From an optimization exercise on the open Yosys and OpenROAD flow, aimed at small area; shortcuts taken in it are not production practice. Function was checked by simulation only, so behaviour that the tests miss may differ from the original. Power and IR drop assume default switching activity.

run 3:
// display
module display(clk,rst_n,rst_n1,hex1,hex2,hex3,hex4,hex5,hex6,add_in,sub_in,model_in);
Size in the first run: roughly 390 cells after synthesis, roughly 3100 um2 of cells after synthesis.
export LEC_CHECK = 0
export CAP_MARGIN = 20
export CORE_MARGIN = 2
export CORE_UTILIZATION = 70
export CTS_BUF_LIST = sky130_fd_sc_hd__clkbuf_4
export SLEW_MARGIN = 20
create_clock -name core_clock -period 20.0 [get_ports {clk}]
standard.sh (not shown) runs the stock make flow with config.mk's settings and CLKGATE_MAP_FILE= SYNTH_SCRIPT=/design/flow/synth_recipe.tcl, a recipe that flattens the netlist after the stock synthesis.
==> flow/flow/run.sh <==
#!/bin/bash
# Layout flow:
#  2. the same synthesis again without adder extraction and with an
#     area-oriented ABC script; used only if its registers (names and cell
#     types) are exactly those of the standard synthesis
#  3. the standard layout steps, with port buffers of the smallest buffer
#     (buf_1), CTS with clkbuf_4 and no dummy loads, and every cell swapped to
#     its smallest drive strength just before placement repair.
set -euo pipefail
HERE=$(pwd)
FLOWDIR=$HERE/flow
RES=$HERE/orfs/results/$FLOW_PLATFORM/display/base

bash standard.sh synth > $HERE/synth_standard.log 2>&1
cp $RES/1_2_yosys.v $HERE/standard_netlist.v
python3 $FLOWDIR/regs.py $HERE/standard_netlist.v > $HERE/regs_standard.txt

python3 $FLOWDIR/own_synth.py $HERE $FLOWDIR $FLOW_HOME
MAKECMD=$(grep '^make -C' standard.sh | sed -e "s#SYNTH_SCRIPT=[^ ]*#SYNTH_SCRIPT=$HERE/own_synth.tcl#" -e 's#"${@:-finish}"#synth#')
rm -f $RES/1_2_yosys.v $RES/1_2_yosys.sdc $RES/1_synth.odb $RES/1_synth.sdc
if bash -c "set -euo pipefail; $MAKECMD" > $HERE/synth_own.log 2>&1 \
   && python3 $FLOWDIR/regs.py $RES/1_2_yosys.v > $HERE/regs_own.txt \
   && cmp -s $HERE/regs_standard.txt $HERE/regs_own.txt; then
  echo "own synthesis used" > $HERE/synth_choice.log
else
  echo "own synthesis refused, standard synthesis used" > $HERE/synth_choice.log
  rm -f $RES/1_2_yosys.v $RES/1_2_yosys.sdc $RES/1_synth.odb $RES/1_synth.sdc
  bash standard.sh synth > $HERE/synth_standard2.log 2>&1
fi

export BUFFER_PORTS_ARGS="-buffer_cell sky130_fd_sc_hd__buf_1"
export CTS_ARGS="-sink_clustering_enable -repair_clock_nets -buf_list sky130_fd_sc_hd__clkbuf_4 -dont_use_dummy_load"
export PRE_RESIZE_TCL=$FLOWDIR/downsize.tcl
bash standard.sh > $HERE/layout.log 2>&1
Other scripts of this flow, unchanged in this note and not shown: flow/flow/area.abc, flow/flow/downsize.tcl, flow/flow/own_synth.py, flow/flow/regs.py
Run 3 finished all stages; the layout is clean.
Changes in run 2 relative to run 3:
diff --git a/flow/design.v b/flow/design.v
--- a/flow/design.v
+++ b/flow/design.v
@@ -3,20 +3,29 @@
 	input rst_n;
 	input rst_n1;
 	output reg [6:0] hex1,hex2,hex3,hex4,hex5,hex6;
 	input  add_in,sub_in,model_in;
 	reg [6:0] cnt1;
 	reg [5:0] cnt2;
-	wire t20 = (cnt1[5:0] == 6'b110001);                    
+	wire t20 = cnt1[6] & cnt1[5] & cnt1[1] & cnt1[0];       
 	wire t1s = t20 & cnt2[5] & cnt2[4] & cnt2[0];           
-	wire tsw = ((cnt1 & 7'b1101101) == 7'b0100100) | (cnt1[5:0] == 6'b100010);
+	wire tsw = ~cnt1[5] & ~cnt1[4] & ~cnt1[3] & cnt1[2] & ~cnt1[1] & ~cnt1[0];
+	wire [6:0] a1;
+	assign a1[0] = 1'b1;
+	assign a1[1] = cnt1[0];
+	assign a1[2] = cnt1[0] & cnt1[1];
+	assign a1[3] = a1[2] & cnt1[2];
+	assign a1[4] = a1[3] & cnt1[3];
+	assign a1[5] = a1[4] & cnt1[4];
+	assign a1[6] = a1[5] & cnt1[5];
+	wire [6:0] tc1 = {a1[6] | t20, a1[5] | t20, a1[4], a1[3], a1[2] & ~(cnt1[6] & cnt1[5]), a1[1], a1[0]};
 	always @(posedge clk or negedge rst_n)
 	if (!rst_n)
-		cnt1 <= 7'b1100011;
+		cnt1 <= 7'd0;
 	else
-		cnt1 <= {cnt1[5:0], cnt1[6] ^ (cnt1[5] & ~t20)};
+		cnt1 <= cnt1 ^ tc1;
 	wire [5:0] a2;
 	assign a2[0] = t20;
 	assign a2[1] = t20 & cnt2[0];
 	assign a2[2] = a2[1] & cnt2[1];
 	assign a2[3] = a2[2] & cnt2[2];
 	assign a2[4] = a2[3] & cnt2[3];
@@ -37,17 +46,18 @@
 		pin_status_r <= pin_status;
 	wire [2:0] ev = pin_status_r & ~pin_status;
 	wire ev_add = ev[2];
 	wire ev_sub = ev[1] & ~ev[2];
 	wire ev_mod = ev[0];
 	reg [1:0] g;
+	wire gx = g[1] ^ g[0];
 	always @(posedge clk or negedge rst_n)
 	if (!rst_n)
 		g <= 2'd0;
-	else if (ev_mod)
-		g <= {g[0], ~g[1]};
+	else
+		g <= g ^ {ev_mod & gx, ev_mod & ~gx};
 	wire md1 = g[0] & ~g[1];
 	wire md2 = g[0] & g[1];
 	wire md3 = ~g[0] & g[1];
 	reg sw_sel;
 	always @(posedge clk)
 		sw_sel <= md3;
--- outcome ---
- Post-layout instance count excluding filler cells of run 2 exceeds that of run 3 slightly.
- Cell count along the critical path, run 3 and run 2: lower on run 2
- Per the comparison of run 2 with run 3, xor/xnor share of the synthesized area rose by 5.4 points; share of power burned in combinational logic fell by 0.8 points; core utilization fell by 3.2 points; post-route worst setup slack rose by 1.21 ns.
- Synthesized area, run 2 vs run 3: up by more than 10%
- In run 2, the placed cell area came out 14% above the value in run 3.
- Total die area: run 2 > run 3
- Via count, run 2 vs run 3: up by a few percent
- Lower switching share of power goes to run 3 over run 2.

-- afterwards: timing with drivers on the ports --
In the flow no input, the clock included, has a driving cell. The finished layouts below were timed again as built, in two steps. Step 1 (the two cells are an assumption about what drives the block):
set clk [get_ports {clk}]
set_driving_cell -lib_cell sky130_fd_sc_hd__clkbuf_16 $clk
set_driving_cell -lib_cell sky130_fd_sc_hd__buf_2 [delete_from_list [all_inputs] $clk]
Step 2 moves the port delays by t, midway between the first and last clock arrival at a register: inputs arrive t later, outputs are due t later. That takes back most of the time a late clock gives input paths. Three values: ideal, step 1, step 2; two values: the first two.
run | t (ns) | setup WS [ns] | worst hold slack (ns)
run 3 | 0.411 | 11.992 / 11.967 / 12.379 | 0.351 / 0.351 / 0.351
run 2 | 0.418 | 13.199 / 13.172 / 13.590 | 0.420 / 0.420 / 0.420
After both steps every run listed still meets setup and hold.
